Context: an optimization exercise on an open-source flow, tuned for a short achievable clock period and few clock cycles per item. The choices shown serve that exercise and are no tape-out recipe.
The RTL was checked by simulation tests, not by an equivalence proof against the original design.
No activity file was given, so power comes from the tool's default toggle rates.

===== run.sh =====
#!/bin/bash
# synth_recipe.tcl (not shown) runs the flow's synth.tcl, then flattens the netlist and writes it again
# the make line also repeats each setting of config.mk as NAME=value (left out here)
make -C /OpenROAD-flow-scripts/flow DESIGN_CONFIG=/design/flow/config.mk WORK_HOME=/design/flow/orfs CLKGATE_MAP_FILE= SYNTH_SCRIPT=/design/flow/synth_recipe.tcl finish

===== constraint.sdc =====
create_clock -name core_clock -period 170.0 [get_ports {clk}]
set_input_delay 34.0000 -clock core_clock [delete_from_list [all_inputs] [get_ports {clk}]]
set_output_delay 34.0000 -clock core_clock [all_outputs]
set_load 0.01 [all_outputs]

===== design.v =====
module divider (input wire [31:0] dividend, divisor, output wire [31:0] quotient);
  wire [32:0] a = {1'd0, dividend};
  wire [34:0] d = {3'd0, divisor};
  wire [34:0] m1 = d * 35'd1;
  wire [34:0] m2 = d * 35'd2;
  wire [34:0] m3 = d * 35'd3;
  wire [34:0] m4 = d * 35'd4;
  wire [34:0] m5 = d * 35'd5;
  wire [34:0] m6 = d * 35'd6;
  wire [34:0] m7 = d * 35'd7;
  wire [32:0] q;
  wire [2:0] t0 = a[32:30];
  wire [3:0] s0_1 = {1'b0, t0} - {1'b0, m1[2:0]};
  wire c0_1 = ~s0_1[3] & (divisor <= 32'd7);
  wire [3:0] s0_2 = {1'b0, t0} - {1'b0, m2[2:0]};
  wire c0_2 = ~s0_2[3] & (divisor <= 32'd3);
  wire [3:0] s0_3 = {1'b0, t0} - {1'b0, m3[2:0]};
  wire c0_3 = ~s0_3[3] & (divisor <= 32'd2);
  wire [3:0] s0_4 = {1'b0, t0} - {1'b0, m4[2:0]};
  wire c0_4 = ~s0_4[3] & (divisor <= 32'd1);
  wire [3:0] s0_5 = {1'b0, t0} - {1'b0, m5[2:0]};
  wire c0_5 = ~s0_5[3] & (divisor <= 32'd1);
  wire [3:0] s0_6 = {1'b0, t0} - {1'b0, m6[2:0]};
  wire c0_6 = ~s0_6[3] & (divisor <= 32'd1);
  wire [3:0] s0_7 = {1'b0, t0} - {1'b0, m7[2:0]};
  wire c0_7 = ~s0_7[3] & (divisor <= 32'd1);
  wire [2:0] r0;
  assign r0 = ({3{~c0_1}} & t0) |
    ({3{c0_1 & ~c0_2}} & s0_1[2:0]) |
    ({3{c0_2 & ~c0_3}} & s0_2[2:0]) |
    ({3{c0_3 & ~c0_4}} & s0_3[2:0]) |
    ({3{c0_4 & ~c0_5}} & s0_4[2:0]) |
    ({3{c0_5 & ~c0_6}} & s0_5[2:0]) |
    ({3{c0_6 & ~c0_7}} & s0_6[2:0]) |
    ({3{c0_7}} & s0_7[2:0]);
  assign q[30] = (c0_1 & ~c0_2) | (c0_3 & ~c0_4) | (c0_5 & ~c0_6) | (c0_7);
  assign q[31] = (c0_2 & ~c0_3) | (c0_3 & ~c0_4) | (c0_6 & ~c0_7) | (c0_7);
  assign q[32] = (c0_4 & ~c0_5) | (c0_5 & ~c0_6) | (c0_6 & ~c0_7) | (c0_7);
  wire [5:0] t1 = {r0[2:0], a[29:27]};
  wire [6:0] s1_1 = {1'b0, t1} - {1'b0, m1[5:0]};
  wire c1_1 = ~s1_1[6] & (divisor <= 32'd63);
  wire [6:0] s1_2 = {1'b0, t1} - {1'b0, m2[5:0]};
  wire c1_2 = ~s1_2[6] & (divisor <= 32'd31);
  wire [6:0] s1_3 = {1'b0, t1} - {1'b0, m3[5:0]};
  wire c1_3 = ~s1_3[6] & (divisor <= 32'd21);
  wire [6:0] s1_4 = {1'b0, t1} - {1'b0, m4[5:0]};
  wire c1_4 = ~s1_4[6] & (divisor <= 32'd15);
  wire [6:0] s1_5 = {1'b0, t1} - {1'b0, m5[5:0]};
  wire c1_5 = ~s1_5[6] & (divisor <= 32'd12);
  wire [6:0] s1_6 = {1'b0, t1} - {1'b0, m6[5:0]};
  wire c1_6 = ~s1_6[6] & (divisor <= 32'd10);
  wire [6:0] s1_7 = {1'b0, t1} - {1'b0, m7[5:0]};
  wire c1_7 = ~s1_7[6] & (divisor <= 32'd9);
  wire [5:0] r1;
  assign r1 = ({6{~c1_1}} & t1) |
    ({6{c1_1 & ~c1_2}} & s1_1[5:0]) |
    ({6{c1_2 & ~c1_3}} & s1_2[5:0]) |
    ({6{c1_3 & ~c1_4}} & s1_3[5:0]) |
    ({6{c1_4 & ~c1_5}} & s1_4[5:0]) |
    ({6{c1_5 & ~c1_6}} & s1_5[5:0]) |
    ({6{c1_6 & ~c1_7}} & s1_6[5:0]) |
    ({6{c1_7}} & s1_7[5:0]);
  assign q[27] = (c1_1 & ~c1_2) | (c1_3 & ~c1_4) | (c1_5 & ~c1_6) | (c1_7);
  assign q[28] = (c1_2 & ~c1_3) | (c1_3 & ~c1_4) | (c1_6 & ~c1_7) | (c1_7);
  assign q[29] = (c1_4 & ~c1_5) | (c1_5 & ~c1_6) | (c1_6 & ~c1_7) | (c1_7);
  wire [8:0] t2 = {r1[5:0], a[26:24]};
  wire [9:0] s2_1 = {1'b0, t2} - {1'b0, m1[8:0]};
  wire c2_1 = ~s2_1[9] & (divisor <= 32'd511);
  wire [9:0] s2_2 = {1'b0, t2} - {1'b0, m2[8:0]};
  wire c2_2 = ~s2_2[9] & (divisor <= 32'd255);
  wire [9:0] s2_3 = {1'b0, t2} - {1'b0, m3[8:0]};
  wire c2_3 = ~s2_3[9] & (divisor <= 32'd170);
  wire [9:0] s2_4 = {1'b0, t2} - {1'b0, m4[8:0]};
  wire c2_4 = ~s2_4[9] & (divisor <= 32'd127);
  wire [9:0] s2_5 = {1'b0, t2} - {1'b0, m5[8:0]};
  wire c2_5 = ~s2_5[9] & (divisor <= 32'd102);
  wire [9:0] s2_6 = {1'b0, t2} - {1'b0, m6[8:0]};
  wire c2_6 = ~s2_6[9] & (divisor <= 32'd85);
  wire [9:0] s2_7 = {1'b0, t2} - {1'b0, m7[8:0]};
  wire c2_7 = ~s2_7[9] & (divisor <= 32'd73);
  wire [8:0] r2;
  assign r2 = ({9{~c2_1}} & t2) |
    ({9{c2_1 & ~c2_2}} & s2_1[8:0]) |
    ({9{c2_2 & ~c2_3}} & s2_2[8:0]) |
    ({9{c2_3 & ~c2_4}} & s2_3[8:0]) |
    ({9{c2_4 & ~c2_5}} & s2_4[8:0]) |
    ({9{c2_5 & ~c2_6}} & s2_5[8:0]) |
    ({9{c2_6 & ~c2_7}} & s2_6[8:0]) |
    ({9{c2_7}} & s2_7[8:0]);
  assign q[24] = (c2_1 & ~c2_2) | (c2_3 & ~c2_4) | (c2_5 & ~c2_6) | (c2_7);
  assign q[25] = (c2_2 & ~c2_3) | (c2_3 & ~c2_4) | (c2_6 & ~c2_7) | (c2_7);
  assign q[26] = (c2_4 & ~c2_5) | (c2_5 & ~c2_6) | (c2_6 & ~c2_7) | (c2_7);
  wire [11:0] t3 = {r2[8:0], a[23:21]};
  wire [12:0] s3_1 = {1'b0, t3} - {1'b0, m1[11:0]};
  wire c3_1 = ~s3_1[12] & (divisor <= 32'd4095);
  wire [12:0] s3_2 = {1'b0, t3} - {1'b0, m2[11:0]};
  wire c3_2 = ~s3_2[12] & (divisor <= 32'd2047);
  wire [12:0] s3_3 = {1'b0, t3} - {1'b0, m3[11:0]};
  wire c3_3 = ~s3_3[12] & (divisor <= 32'd1365);
  wire [12:0] s3_4 = {1'b0, t3} - {1'b0, m4[11:0]};
  wire c3_4 = ~s3_4[12] & (divisor <= 32'd1023);
  wire [12:0] s3_5 = {1'b0, t3} - {1'b0, m5[11:0]};
  wire c3_5 = ~s3_5[12] & (divisor <= 32'd819);
  wire [12:0] s3_6 = {1'b0, t3} - {1'b0, m6[11:0]};
  wire c3_6 = ~s3_6[12] & (divisor <= 32'd682);
  wire [12:0] s3_7 = {1'b0, t3} - {1'b0, m7[11:0]};
  wire c3_7 = ~s3_7[12] & (divisor <= 32'd585);
  wire [11:0] r3;
  assign r3 = ({12{~c3_1}} & t3) |
    ({12{c3_1 & ~c3_2}} & s3_1[11:0]) |
    ({12{c3_2 & ~c3_3}} & s3_2[11:0]) |
    ({12{c3_3 & ~c3_4}} & s3_3[11:0]) |
    ({12{c3_4 & ~c3_5}} & s3_4[11:0]) |
    ({12{c3_5 & ~c3_6}} & s3_5[11:0]) |
    ({12{c3_6 & ~c3_7}} & s3_6[11:0]) |
    ({12{c3_7}} & s3_7[11:0]);
  assign q[21] = (c3_1 & ~c3_2) | (c3_3 & ~c3_4) | (c3_5 & ~c3_6) | (c3_7);
  assign q[22] = (c3_2 & ~c3_3) | (c3_3 & ~c3_4) | (c3_6 & ~c3_7) | (c3_7);
  assign q[23] = (c3_4 & ~c3_5) | (c3_5 & ~c3_6) | (c3_6 & ~c3_7) | (c3_7);
  wire [14:0] t4 = {r3[11:0], a[20:18]};
  wire [15:0] s4_1 = {1'b0, t4} - {1'b0, m1[14:0]};
  wire c4_1 = ~s4_1[15] & (divisor <= 32'd32767);
  wire [15:0] s4_2 = {1'b0, t4} - {1'b0, m2[14:0]};
  wire c4_2 = ~s4_2[15] & (divisor <= 32'd16383);
  wire [15:0] s4_3 = {1'b0, t4} - {1'b0, m3[14:0]};
  wire c4_3 = ~s4_3[15] & (divisor <= 32'd10922);
  wire [15:0] s4_4 = {1'b0, t4} - {1'b0, m4[14:0]};
  wire c4_4 = ~s4_4[15] & (divisor <= 32'd8191);
  wire [15:0] s4_5 = {1'b0, t4} - {1'b0, m5[14:0]};
  wire c4_5 = ~s4_5[15] & (divisor <= 32'd6553);
  wire [15:0] s4_6 = {1'b0, t4} - {1'b0, m6[14:0]};
  wire c4_6 = ~s4_6[15] & (divisor <= 32'd5461);
  wire [15:0] s4_7 = {1'b0, t4} - {1'b0, m7[14:0]};
  wire c4_7 = ~s4_7[15] & (divisor <= 32'd4681);
  wire [14:0] r4;
  assign r4 = ({15{~c4_1}} & t4) |
    ({15{c4_1 & ~c4_2}} & s4_1[14:0]) |
    ({15{c4_2 & ~c4_3}} & s4_2[14:0]) |
    ({15{c4_3 & ~c4_4}} & s4_3[14:0]) |
    ({15{c4_4 & ~c4_5}} & s4_4[14:0]) |
    ({15{c4_5 & ~c4_6}} & s4_5[14:0]) |
    ({15{c4_6 & ~c4_7}} & s4_6[14:0]) |
    ({15{c4_7}} & s4_7[14:0]);
  assign q[18] = (c4_1 & ~c4_2) | (c4_3 & ~c4_4) | (c4_5 & ~c4_6) | (c4_7);
  assign q[19] = (c4_2 & ~c4_3) | (c4_3 & ~c4_4) | (c4_6 & ~c4_7) | (c4_7);
  assign q[20] = (c4_4 & ~c4_5) | (c4_5 & ~c4_6) | (c4_6 & ~c4_7) | (c4_7);
  wire [17:0] t5 = {r4[14:0], a[17:15]};
  wire [18:0] s5_1 = {1'b0, t5} - {1'b0, m1[17:0]};
  wire c5_1 = ~s5_1[18] & (divisor <= 32'd262143);
  wire [18:0] s5_2 = {1'b0, t5} - {1'b0, m2[17:0]};
  wire c5_2 = ~s5_2[18] & (divisor <= 32'd131071);
  wire [18:0] s5_3 = {1'b0, t5} - {1'b0, m3[17:0]};
  wire c5_3 = ~s5_3[18] & (divisor <= 32'd87381);
  wire [18:0] s5_4 = {1'b0, t5} - {1'b0, m4[17:0]};
  wire c5_4 = ~s5_4[18] & (divisor <= 32'd65535);
  wire [18:0] s5_5 = {1'b0, t5} - {1'b0, m5[17:0]};
  wire c5_5 = ~s5_5[18] & (divisor <= 32'd52428);
  wire [18:0] s5_6 = {1'b0, t5} - {1'b0, m6[17:0]};
  wire c5_6 = ~s5_6[18] & (divisor <= 32'd43690);
  wire [18:0] s5_7 = {1'b0, t5} - {1'b0, m7[17:0]};
  wire c5_7 = ~s5_7[18] & (divisor <= 32'd37449);
  wire [17:0] r5;
  assign r5 = ({18{~c5_1}} & t5) |
    ({18{c5_1 & ~c5_2}} & s5_1[17:0]) |
    ({18{c5_2 & ~c5_3}} & s5_2[17:0]) |
    ({18{c5_3 & ~c5_4}} & s5_3[17:0]) |
    ({18{c5_4 & ~c5_5}} & s5_4[17:0]) |
    ({18{c5_5 & ~c5_6}} & s5_5[17:0]) |
    ({18{c5_6 & ~c5_7}} & s5_6[17:0]) |
    ({18{c5_7}} & s5_7[17:0]);
  assign q[15] = (c5_1 & ~c5_2) | (c5_3 & ~c5_4) | (c5_5 & ~c5_6) | (c5_7);
  assign q[16] = (c5_2 & ~c5_3) | (c5_3 & ~c5_4) | (c5_6 & ~c5_7) | (c5_7);
  assign q[17] = (c5_4 & ~c5_5) | (c5_5 & ~c5_6) | (c5_6 & ~c5_7) | (c5_7);
  wire [20:0] t6 = {r5[17:0], a[14:12]};
  wire [21:0] s6_1 = {1'b0, t6} - {1'b0, m1[20:0]};
  wire c6_1 = ~s6_1[21] & (divisor <= 32'd2097151);
  wire [21:0] s6_2 = {1'b0, t6} - {1'b0, m2[20:0]};
  wire c6_2 = ~s6_2[21] & (divisor <= 32'd1048575);
  wire [21:0] s6_3 = {1'b0, t6} - {1'b0, m3[20:0]};
  wire c6_3 = ~s6_3[21] & (divisor <= 32'd699050);
  wire [21:0] s6_4 = {1'b0, t6} - {1'b0, m4[20:0]};
  wire c6_4 = ~s6_4[21] & (divisor <= 32'd524287);
  wire [21:0] s6_5 = {1'b0, t6} - {1'b0, m5[20:0]};
  wire c6_5 = ~s6_5[21] & (divisor <= 32'd419430);
  wire [21:0] s6_6 = {1'b0, t6} - {1'b0, m6[20:0]};
  wire c6_6 = ~s6_6[21] & (divisor <= 32'd349525);
  wire [21:0] s6_7 = {1'b0, t6} - {1'b0, m7[20:0]};
  wire c6_7 = ~s6_7[21] & (divisor <= 32'd299593);
  wire [20:0] r6;
  assign r6 = ({21{~c6_1}} & t6) |
    ({21{c6_1 & ~c6_2}} & s6_1[20:0]) |
    ({21{c6_2 & ~c6_3}} & s6_2[20:0]) |
    ({21{c6_3 & ~c6_4}} & s6_3[20:0]) |
    ({21{c6_4 & ~c6_5}} & s6_4[20:0]) |
    ({21{c6_5 & ~c6_6}} & s6_5[20:0]) |
    ({21{c6_6 & ~c6_7}} & s6_6[20:0]) |
    ({21{c6_7}} & s6_7[20:0]);
  assign q[12] = (c6_1 & ~c6_2) | (c6_3 & ~c6_4) | (c6_5 & ~c6_6) | (c6_7);
  assign q[13] = (c6_2 & ~c6_3) | (c6_3 & ~c6_4) | (c6_6 & ~c6_7) | (c6_7);
  assign q[14] = (c6_4 & ~c6_5) | (c6_5 & ~c6_6) | (c6_6 & ~c6_7) | (c6_7);
  wire [23:0] t7 = {r6[20:0], a[11:9]};
  wire [24:0] s7_1 = {1'b0, t7} - {1'b0, m1[23:0]};
  wire c7_1 = ~s7_1[24] & (divisor <= 32'd16777215);
  wire [24:0] s7_2 = {1'b0, t7} - {1'b0, m2[23:0]};
  wire c7_2 = ~s7_2[24] & (divisor <= 32'd8388607);
  wire [24:0] s7_3 = {1'b0, t7} - {1'b0, m3[23:0]};
  wire c7_3 = ~s7_3[24] & (divisor <= 32'd5592405);
  wire [24:0] s7_4 = {1'b0, t7} - {1'b0, m4[23:0]};
  wire c7_4 = ~s7_4[24] & (divisor <= 32'd4194303);
  wire [24:0] s7_5 = {1'b0, t7} - {1'b0, m5[23:0]};
  wire c7_5 = ~s7_5[24] & (divisor <= 32'd3355443);
  wire [24:0] s7_6 = {1'b0, t7} - {1'b0, m6[23:0]};
  wire c7_6 = ~s7_6[24] & (divisor <= 32'd2796202);
  wire [24:0] s7_7 = {1'b0, t7} - {1'b0, m7[23:0]};
  wire c7_7 = ~s7_7[24] & (divisor <= 32'd2396745);
  wire [23:0] r7;
  assign r7 = ({24{~c7_1}} & t7) |
    ({24{c7_1 & ~c7_2}} & s7_1[23:0]) |
    ({24{c7_2 & ~c7_3}} & s7_2[23:0]) |
    ({24{c7_3 & ~c7_4}} & s7_3[23:0]) |
    ({24{c7_4 & ~c7_5}} & s7_4[23:0]) |
    ({24{c7_5 & ~c7_6}} & s7_5[23:0]) |
    ({24{c7_6 & ~c7_7}} & s7_6[23:0]) |
    ({24{c7_7}} & s7_7[23:0]);
  assign q[9] = (c7_1 & ~c7_2) | (c7_3 & ~c7_4) | (c7_5 & ~c7_6) | (c7_7);
  assign q[10] = (c7_2 & ~c7_3) | (c7_3 & ~c7_4) | (c7_6 & ~c7_7) | (c7_7);
  assign q[11] = (c7_4 & ~c7_5) | (c7_5 & ~c7_6) | (c7_6 & ~c7_7) | (c7_7);
  wire [26:0] t8 = {r7[23:0], a[8:6]};
  wire [27:0] s8_1 = {1'b0, t8} - {1'b0, m1[26:0]};
  wire c8_1 = ~s8_1[27] & (divisor <= 32'd134217727);
  wire [27:0] s8_2 = {1'b0, t8} - {1'b0, m2[26:0]};
  wire c8_2 = ~s8_2[27] & (divisor <= 32'd67108863);
  wire [27:0] s8_3 = {1'b0, t8} - {1'b0, m3[26:0]};
  wire c8_3 = ~s8_3[27] & (divisor <= 32'd44739242);
  wire [27:0] s8_4 = {1'b0, t8} - {1'b0, m4[26:0]};
  wire c8_4 = ~s8_4[27] & (divisor <= 32'd33554431);
  wire [27:0] s8_5 = {1'b0, t8} - {1'b0, m5[26:0]};
  wire c8_5 = ~s8_5[27] & (divisor <= 32'd26843545);
  wire [27:0] s8_6 = {1'b0, t8} - {1'b0, m6[26:0]};
  wire c8_6 = ~s8_6[27] & (divisor <= 32'd22369621);
  wire [27:0] s8_7 = {1'b0, t8} - {1'b0, m7[26:0]};
  wire c8_7 = ~s8_7[27] & (divisor <= 32'd19173961);
  wire [26:0] r8;
  assign r8 = ({27{~c8_1}} & t8) |
    ({27{c8_1 & ~c8_2}} & s8_1[26:0]) |
    ({27{c8_2 & ~c8_3}} & s8_2[26:0]) |
    ({27{c8_3 & ~c8_4}} & s8_3[26:0]) |
    ({27{c8_4 & ~c8_5}} & s8_4[26:0]) |
    ({27{c8_5 & ~c8_6}} & s8_5[26:0]) |
    ({27{c8_6 & ~c8_7}} & s8_6[26:0]) |
    ({27{c8_7}} & s8_7[26:0]);
  assign q[6] = (c8_1 & ~c8_2) | (c8_3 & ~c8_4) | (c8_5 & ~c8_6) | (c8_7);
  assign q[7] = (c8_2 & ~c8_3) | (c8_3 & ~c8_4) | (c8_6 & ~c8_7) | (c8_7);
  assign q[8] = (c8_4 & ~c8_5) | (c8_5 & ~c8_6) | (c8_6 & ~c8_7) | (c8_7);
  wire [29:0] t9 = {r8[26:0], a[5:3]};
  wire [30:0] s9_1 = {1'b0, t9} - {1'b0, m1[29:0]};
  wire c9_1 = ~s9_1[30] & (divisor <= 32'd1073741823);
  wire [30:0] s9_2 = {1'b0, t9} - {1'b0, m2[29:0]};
  wire c9_2 = ~s9_2[30] & (divisor <= 32'd536870911);
  wire [30:0] s9_3 = {1'b0, t9} - {1'b0, m3[29:0]};
  wire c9_3 = ~s9_3[30] & (divisor <= 32'd357913941);
  wire [30:0] s9_4 = {1'b0, t9} - {1'b0, m4[29:0]};
  wire c9_4 = ~s9_4[30] & (divisor <= 32'd268435455);
  wire [30:0] s9_5 = {1'b0, t9} - {1'b0, m5[29:0]};
  wire c9_5 = ~s9_5[30] & (divisor <= 32'd214748364);
  wire [30:0] s9_6 = {1'b0, t9} - {1'b0, m6[29:0]};
  wire c9_6 = ~s9_6[30] & (divisor <= 32'd178956970);
  wire [30:0] s9_7 = {1'b0, t9} - {1'b0, m7[29:0]};
  wire c9_7 = ~s9_7[30] & (divisor <= 32'd153391689);
  wire [29:0] r9;
  assign r9 = ({30{~c9_1}} & t9) |
    ({30{c9_1 & ~c9_2}} & s9_1[29:0]) |
    ({30{c9_2 & ~c9_3}} & s9_2[29:0]) |
    ({30{c9_3 & ~c9_4}} & s9_3[29:0]) |
    ({30{c9_4 & ~c9_5}} & s9_4[29:0]) |
    ({30{c9_5 & ~c9_6}} & s9_5[29:0]) |
    ({30{c9_6 & ~c9_7}} & s9_6[29:0]) |
    ({30{c9_7}} & s9_7[29:0]);
  assign q[3] = (c9_1 & ~c9_2) | (c9_3 & ~c9_4) | (c9_5 & ~c9_6) | (c9_7);
  assign q[4] = (c9_2 & ~c9_3) | (c9_3 & ~c9_4) | (c9_6 & ~c9_7) | (c9_7);
  assign q[5] = (c9_4 & ~c9_5) | (c9_5 & ~c9_6) | (c9_6 & ~c9_7) | (c9_7);
  wire [32:0] t10 = {r9[29:0], a[2:0]};
  wire [33:0] s10_1 = {1'b0, t10} - {1'b0, m1[32:0]};
  wire c10_1 = ~s10_1[33] & (divisor <= 32'd4294967295);
  wire [33:0] s10_2 = {1'b0, t10} - {1'b0, m2[32:0]};
  wire c10_2 = ~s10_2[33] & (divisor <= 32'd4294967295);
  wire [33:0] s10_3 = {1'b0, t10} - {1'b0, m3[32:0]};
  wire c10_3 = ~s10_3[33] & (divisor <= 32'd2863311530);
  wire [33:0] s10_4 = {1'b0, t10} - {1'b0, m4[32:0]};
  wire c10_4 = ~s10_4[33] & (divisor <= 32'd2147483647);
  wire [33:0] s10_5 = {1'b0, t10} - {1'b0, m5[32:0]};
  wire c10_5 = ~s10_5[33] & (divisor <= 32'd1717986918);
  wire [33:0] s10_6 = {1'b0, t10} - {1'b0, m6[32:0]};
  wire c10_6 = ~s10_6[33] & (divisor <= 32'd1431655765);
  wire [33:0] s10_7 = {1'b0, t10} - {1'b0, m7[32:0]};
  wire c10_7 = ~s10_7[33] & (divisor <= 32'd1227133513);
  wire [32:0] r10;
  assign r10 = ({33{~c10_1}} & t10) |
    ({33{c10_1 & ~c10_2}} & s10_1[32:0]) |
    ({33{c10_2 & ~c10_3}} & s10_2[32:0]) |
    ({33{c10_3 & ~c10_4}} & s10_3[32:0]) |
    ({33{c10_4 & ~c10_5}} & s10_4[32:0]) |
    ({33{c10_5 & ~c10_6}} & s10_5[32:0]) |
    ({33{c10_6 & ~c10_7}} & s10_6[32:0]) |
    ({33{c10_7}} & s10_7[32:0]);
  assign q[0] = (c10_1 & ~c10_2) | (c10_3 & ~c10_4) | (c10_5 & ~c10_6) | (c10_7);
  assign q[1] = (c10_2 & ~c10_3) | (c10_3 & ~c10_4) | (c10_6 & ~c10_7) | (c10_7);
  assign q[2] = (c10_4 & ~c10_5) | (c10_5 & ~c10_6) | (c10_6 & ~c10_7) | (c10_7);
  assign quotient = q[31:0];
endmodule
module divider_top (
  input  wire        clk,
  input  wire        rst,
  input  wire        start,
  input  wire [31:0] dividend,
  input  wire [31:0] divisor,
  output wire        ready,
  output reg         done,
  output reg  [31:0] quotient
);
  wire [31:0] q;
  divider u_div (.dividend(dividend), .divisor(divisor), .quotient(q));
  always @(posedge clk) begin
    if (rst)
      done <= 1'b0;
    else
      done <= start;
    quotient <= q;
  end
  assign ready = 1'b1;
endmodule

===== config.mk =====
export PLATFORM = sky130hd
export DESIGN_NAME = divider_top
export DESIGN_NICKNAME = divider_top
export VERILOG_FILES = /design/flow/design.v
export SDC_FILE = /design/flow/constraint.sdc
export NUM_CORES = 4
export LEC_CHECK = 0
export CAP_MARGIN = 20
export CORE_MARGIN = 2
export CORE_UTILIZATION = 50
export CTS_BUF_LIST = sky130_fd_sc_hd__clkbuf_8 sky130_fd_sc_hd__clkbuf_16
export SLEW_MARGIN = 20

==> run notes <==
Sink Count: 33
synth unique cells: 107
CTS tree: done
most frequent cells in the layout: ha_1 (1481), a21oi_1 (895), nor2_1 (605), o21ai_0 (605), nand2_1 (604)
number of global-route vias before repair: 72600
Remaining Overflow, GRT: 0
max incr delay on CP: 0.99 ns
commonest non-fill, non-tap cell in the layout: ha_1
CP required: 170.26 ns
synthesized cell area: 67900 um2
slew of the pin with the lowest slew margin: 1.28 ns
Root Buffer: clkbuf_16
final instance area: 72700 um2
drt first pass iters: 8
io pins: 101
I/O Buffers: 99
hold path cells: 2
H-Tree Depth: 2
Starting Density: 50.3%
Gate Count Post-Synth: 9211
Crit. End Element: flop
core footprint: 135000 um2
hold endpoint: done$_SDFF_PP0_
peak supply drop: 0.0122 mV
CTS Hold Bufs: 0
max_cap viols: 0
DR DRC count: 0
Post-CTS Resized: 0
largest net degree at the start of global routing: 33
register area share after synthesis: 0.972%
clk slew on worst S/H paths: 0.12 ns
nets: 11000
fmax: 12.8 MHz
Crit-path slowest cell: a21oi_1
die area: 139000 um2
Synthesized Nets: 10800
Async S/R FF share, synth: 0%
Post-DP Area: 72500 um2
critical path peak fanout: 16
Top FF cell, synth: dfxtp_1
Post-synth EDFFs: 0
Power Density: 22.6 nW/um2
Leak: 0.0327 uW
routed len/inst: 30.8 um
Yosys warnings: 1
detailed placer's ending HPWL: 270000 um
period utilization: 46.1%
RSZ-0062 raised after global routing: no
RD Place Congestion: 1.08
final setup violation count: 0
share of post-route cells with drive strength above 1: 4.47%
Fin Setup TNS: 0 ns
hold crit path type: primary input to flop
hold_ws: 34.16 ns
Area growth syn-to-layout: 7.09%
Max Root-Sink Buffers: 2
Final Slew Violations: 0
Tmin final: 78.32 ns
total wire length: 344000 um
CP startpoint: divisor[31]
WS Path Type: primary input to flop
die height: 373 um
Syn Area/Cell: 7.38 um2
Final ANT Viol Nets: 0
global-route wire length before repair: 491000 um
Data arrival, critical path: 78.58 ns
number of CTS-inserted buffers: 5
most numerous cell on the critical path: o21ai_0
min-delay src: rst
startpoint types: primary input
# rows: 135
GR Util All Layers: 47.0%
via count: 79400
antenna violations before repair: 26
status: timing/DRC/antenna clean
vias per inst: 7.10
Fin. Hold Viols: 0
Die X-Extent: 373 um
FF+latch count, synth: 33
Starting DRT DRC Count: 11500
worst slew slack as a fraction of its limit: 14.9%
Setup Fix Bufs, Post-CTS: 0
-- flip-flops by register name, indices dropped and copies added, names as in the netlist --
name	flops
quotient	32
done	1
-- kinds of logic (layout without fill, tap and decap cells) --
| kind of cell | count (synthesis) | in the layout | synth area share, % |
|---|---|---|---|
| compound gates | 3547 | 3547 | 35.2 |
| simple gates | 2654 | 2654 | 19.6 |
| fa+ha+maj | 1562 | 1562 | 29.7 |
| xor+xnor | 894 | 894 | 11.5 |
| buf+inv | 504 | 665 | 2.85 |
| flops | 33 | 33 | 0.972 |
| mux | 16 | 16 | 0.241 |
| other cells | 1 | 32 | 0.00552 |
-- how the worst max path moves through the flow --
stage	slack, ns	cells past startpoint	to
3_3_place_gp	93.94	123	quotient[0]$_DFF_P_
4_1_cts	94.00	124	quotient[0]$_DFF_P_
2_1_floorplan	103.72	138	quotient[0]$_DFF_P_
5_1_grt	90.68	124	quotient[0]$_DFF_P_
3_5_place_dp	93.67	126	quotient[0]$_DFF_P_
6_report	91.68	125	quotient[0]$_DFF_P_
-- layer usage --
layer,up-vias,global-route usage [%],part of all wire [%]
met4,10,32.2,8.2
li1,35800,-,-
met1,37300,61.0,40
met2,5121,67.6,40
met3,1194,11.9,12
met5,-,0,0.020
-- cells in the mapped netlist, drive strengths merged, types with 76 or more instances --
cell type  count  share of area [%]
ha          1481                 27
a21oi        898                6.6
o21ai        620                4.6
nor2         608                3.4
nand2        604                3.3
xnor2        577                7.4
a21o         434                4.8
inv          361                2.0
xor2         317                4.1
nor3         219                1.6
nand3        218                1.6
o21a         217                2.4
nand2b       203                1.9
nor2b        182                1.7
nand4        132                1.2
a211oi       124                1.4
clkbuf       123               0.68
and3         119                1.1
o21bai       115                1.3
a22oi        102                1.1
o211ai       102                1.1
a31oi        100               0.92
or3           88               0.81
a221oi        81                1.1
fa            81                2.4
and2          76               0.70
-- cell type report --
cell class / count / area (um2)
Antenna cell: 31 / 77.6
Timing Repair Buffer: 297 / 2470
Clock buffer: 6 / 139
Clock inverter: 1 / 3.75
Fill cell: 13300 / 62400
Inverter: 361 / 1360
Multi-Input combinational cell: 8674 / 65800
Tap cell: 1781 / 2230
Sequential cell: 33 / 661
-- worst max-delay path: cells and delay by family --
family / cells / cell delay [ns]
compound gates: 74 / 26.10
fa+ha+maj: 11 / 5.36
buf+inv: 11 / 3.92
simple gates: 29 / 9.09
-- metrics by stage --
| step | total power, uW | util, % | std cells | setup slack [ns] |
|---|---|---|---|---|
| floorplan | 1090 | - | 9211 | 103.72 |
| global placement | 1540 | 53.6 | 11100 | 93.94 |
| detailed placement | 1550 | 53.7 | 11100 | 93.67 |
| CTS | 1580 | 53.8 | 11200 | 94.00 |
| global route | 1750 | 53.8 | 11200 | 90.68 |
| finish | 1640 | 53.8 | 11200 | 91.68 |
-- report_power, final --
part	switching, uW	internal, uW	total, uW
clock	8.29	5.85	14.1
combinational	1010	611	1620
sequential	1.06	9.82	10.9
total	1020	626	1640
Testbench counts, summed over its fixed seeds: cycles 1,600, items 1,600.

[static timing again, ports no longer ideal]
No port has a modelled driver above. Below, the same layout with a new extraction and two added sets of constraints.
Step 1: set_driving_cell puts a clkbuf_16 on clk and a buf_2 on each other input, an assumption about the parent block.
Step 2 times the ports against the registers' clock, not the clock port: input delays grow and output delays shrink by t, the midpoint of the rising clock arrivals with the driver on.
a / b / c = ideal ports / drivers / drivers and shift; a / b = the first two.
shift t [ns]: 0.484
slack for setup (ns): 91.680 / 91.744 / 91.260
clock arrival spread, ns: 0.040 / 0.040
After both steps setup and hold are still met in this run. The setup slack of this run moves by +0.064 ns with the drivers and by -0.420 ns with both steps.
